Background: an optimization exercise with open tools, aiming at small area. Do not read the settings as production practice. RTL that was checked went through simulation tests only; none was proved equivalent to the original. Power is estimated from default activity; no workload was simulated.

try-pepper:
// rgb565_to_ycbcr422
module rgb565_to_ycbcr422
(
    input   wire                    sys_clk         ,
    input   wire                    sys_rst_n       ,
    input   wire    [15:0]          rgb_data        ,
    output  reg     signed  [7:0]   img_out         ,
    output  wire    [1:0]           state           ,
    output  wire                    start_en
);
For scale: ~250 cells after synthesis, about 29 I/O pins, ~3500 um^2 of cells after synthesis.
Settings: LEC_CHECK=0, CAP_MARGIN=20, CORE_MARGIN=2, CORE_UTILIZATION=40, SLEW_MARGIN=20, SYNTH_HIERARCHICAL=1; clock period 5.0 ns.
run.sh (not shown) runs the stock make flow with config.mk's settings and CLKGATE_MAP_FILE= SYNTH_SCRIPT=/design/flow/synth_recipe.tcl, a recipe that flattens the netlist after the stock synthesis.
From the logs: try-pepper reached the end of the flow and failed the layout checks with negative setup slack.
The inputs of try-tundra differ from those of try-pepper as listed below.
diff --git a/flow/design.v b/flow/design.v
--- a/flow/design.v
+++ b/flow/design.v
@@ -298,24 +298,33 @@
 wire t_280;
 wire t_281;
 wire t_282;
 wire t_283;
 wire t_284;
 wire t_285;
 wire t_286;
 wire t_287;
 wire t_288;
 wire t_289;
 wire t_290;
 wire t_291;
+wire t_292;
+wire t_293;
+wire t_294;
+wire t_295;
+wire t_296;
+wire t_297;
+wire t_298;
+wire t_299;
+wire t_300;
 assign t_0 = (x_q[11] & (sel_y | sel_c1));
 assign t_1 = ((sel_y | sel_c1) & (x_q[11] ^ (sel_y | sel_c1)));
 assign t_2 = ((sel_y) & (x_q[11] ^ (sel_y)));
 assign t_3 = (x_q[11] & (sel_y));
 assign t_4 = ((sel_y | sel_c1) & (x_q[11] ^ (sel_y | sel_c1)));
 assign t_5 = (x_q[11] & (sel_y | sel_c2));
 assign t_6 = (x_q[12] & (sel_y | sel_c1));
 assign t_7 = ((sel_y | sel_c1) & (x_q[12] ^ (sel_y | sel_c1)));
 assign t_8 = ((sel_y) & (x_q[12] ^ (sel_y)));
 assign t_9 = (x_q[12] & (sel_y));
 assign t_10 = ((sel_y | sel_c1) & (x_q[12] ^ (sel_y | sel_c1)));
 assign t_11 = (x_q[12] & (sel_y | sel_c2));
@@ -490,39 +499,48 @@
 csa_ha u_t_262 (.a(t_203), .b(t_188), .s(t_262), .co(t_263));
 csa_ha u_t_264 (.a(t_204), .b(t_217), .s(t_264), .co(t_265));
 csa_ha u_t_266 (.a(t_218), .b(t_229), .s(t_266), .co(t_267));
 csa_ha u_t_268 (.a(t_249), .b(t_248), .s(t_268), .co(t_269));
 assign t_270 = t_253 | (t_252 & t_251);
 assign t_271 = t_255 | (t_254 & t_270);
 assign t_272 = t_257 | (t_256 & t_271);
 assign t_273 = t_259 | (t_258 & t_272);
 assign t_274 = t_129 & t_273;
 assign t_275 = t_261 | (t_260 & t_274);
 assign t_276 = t_153 & t_275;
 assign t_277 = t_169 & t_276;
-assign t_278 = t_187 & t_277;
-assign t_279 = t_263 | (t_262 & t_278);
-assign t_280 = t_265 | (t_264 & t_279);
-assign t_281 = t_267 | (t_266 & t_280);
-assign t_282 = t_239 & t_281;
-assign t_283 = t_247 & t_282;
-assign t_284 = t_169 ^ t_276;
-assign t_285 = t_187 ^ t_277;
-assign t_286 = t_262 ^ t_278;
-assign t_287 = t_264 ^ t_279;
-assign t_288 = t_266 ^ t_280;
-assign t_289 = t_239 ^ t_281;
-assign t_290 = t_247 ^ t_282;
-assign t_291 = t_268 ^ t_283;
-assign f_top = {t_291, t_290, t_289, t_288, t_287, t_286, t_285, t_284};
+assign t_278 = t_262 & t_187;
+assign t_279 = t_267 | (t_266 & t_265);
+assign t_280 = t_266 & t_264;
+assign t_281 = t_247 & t_239;
+assign t_282 = t_187 & t_277;
+assign t_283 = t_263 | (t_278 & t_277);
+assign t_284 = t_239 & t_279;
+assign t_285 = t_239 & t_280;
+assign t_286 = t_281 & t_279;
+assign t_287 = t_281 & t_280;
+assign t_288 = t_265 | (t_264 & t_283);
+assign t_289 = t_279 | (t_280 & t_283);
+assign t_290 = t_284 | (t_285 & t_283);
+assign t_291 = t_286 | (t_287 & t_283);
+assign t_292 = t_269 | (t_268 & t_291);
+assign t_293 = t_169 ^ t_276;
+assign t_294 = t_187 ^ t_277;
+assign t_295 = t_262 ^ t_282;
+assign t_296 = t_264 ^ t_283;
+assign t_297 = t_266 ^ t_288;
+assign t_298 = t_239 ^ t_289;
+assign t_299 = t_247 ^ t_290;
+assign t_300 = t_268 ^ t_291;
+assign f_top = {t_300, t_299, t_298, t_297, t_296, t_295, t_294, t_293};
 always @(posedge sys_clk) begin
     if (k != 2'd2)
         x_q <= rgb_data;
     a_q <= f_top;
 end
 always @(posedge sys_clk or negedge sys_rst_n)
     if (!sys_rst_n) begin
         k   <= 2'd0;
         run <= 1'b0;
     end else begin
         k   <= k + 2'd1;
         run <= run | (k == 2'd2);
Notes after the runs:
try-tundra: full flow OK, the timing, design-rule and antenna checks passed
Against try-pepper, try-tundra reports a number of gates given a new drive strength after cts that is lower.
Going from try-pepper to try-tundra, clock power share increased 1.1 points, total number of cells along the worst setup path went down, synthesized netlist cell count grew by 3.2%.
Summary — die span in y, try-tundra relative to try-pepper: higher, by 0.82%.
On try-tundra: final cycle utilization of the critical path is 16 points lower than what try-pepper gave.
try-pepper → try-tundra: proportion of power drawn by combinational gates shows no meaningful change; post-placement worst setup slack rose 0.76 ns; count of pins on the block boundary has remained practically unchanged.
Number of buffers added to fix hold violations after cts: try-tundra vs try-pepper, no meaningful difference
Compared with try-pepper, in try-tundra worst endpoint data arrival time decreased by 0.77 ns relative to the old numbers; fmax up 17%.
For try-pepper, only the layout was checked, not whether the RTL still works.

==> what the ideal ports hide <==
How much do the figures lean on ideal ports? The routed layouts below were timed once more, with nothing changed but the port constraints. Step 1 sets driving cells, clkbuf_16 on the clock port and buf_2 on the other inputs (assumed; they add their load-dependent delay and slew). Step 2 adds t to the input delays and takes it off the output delays; t is the mean of the earliest and latest rising clock arrival at the registers after step 1. Input paths then give back, and output paths get back, about the clock's delay inside the block. Three values: ideal, step 1, step 2; two values: the first two.
| run | t, ns | setup WS [ns] | hold slack, ns | worst slew at a driven data input, ns | pins driven straight from the clock port |
|---|---|---|---|---|---|
| try-pepper | 0.313 | -0.616 / -0.616 / -0.616 | 0.460 / 0.460 / 0.460 | 0.03 | 1 |
| try-tundra | 0.315 | 0.201 / 0.201 / 0.201 | 0.463 / 0.463 / 0.463 | 0.03 | 1 |
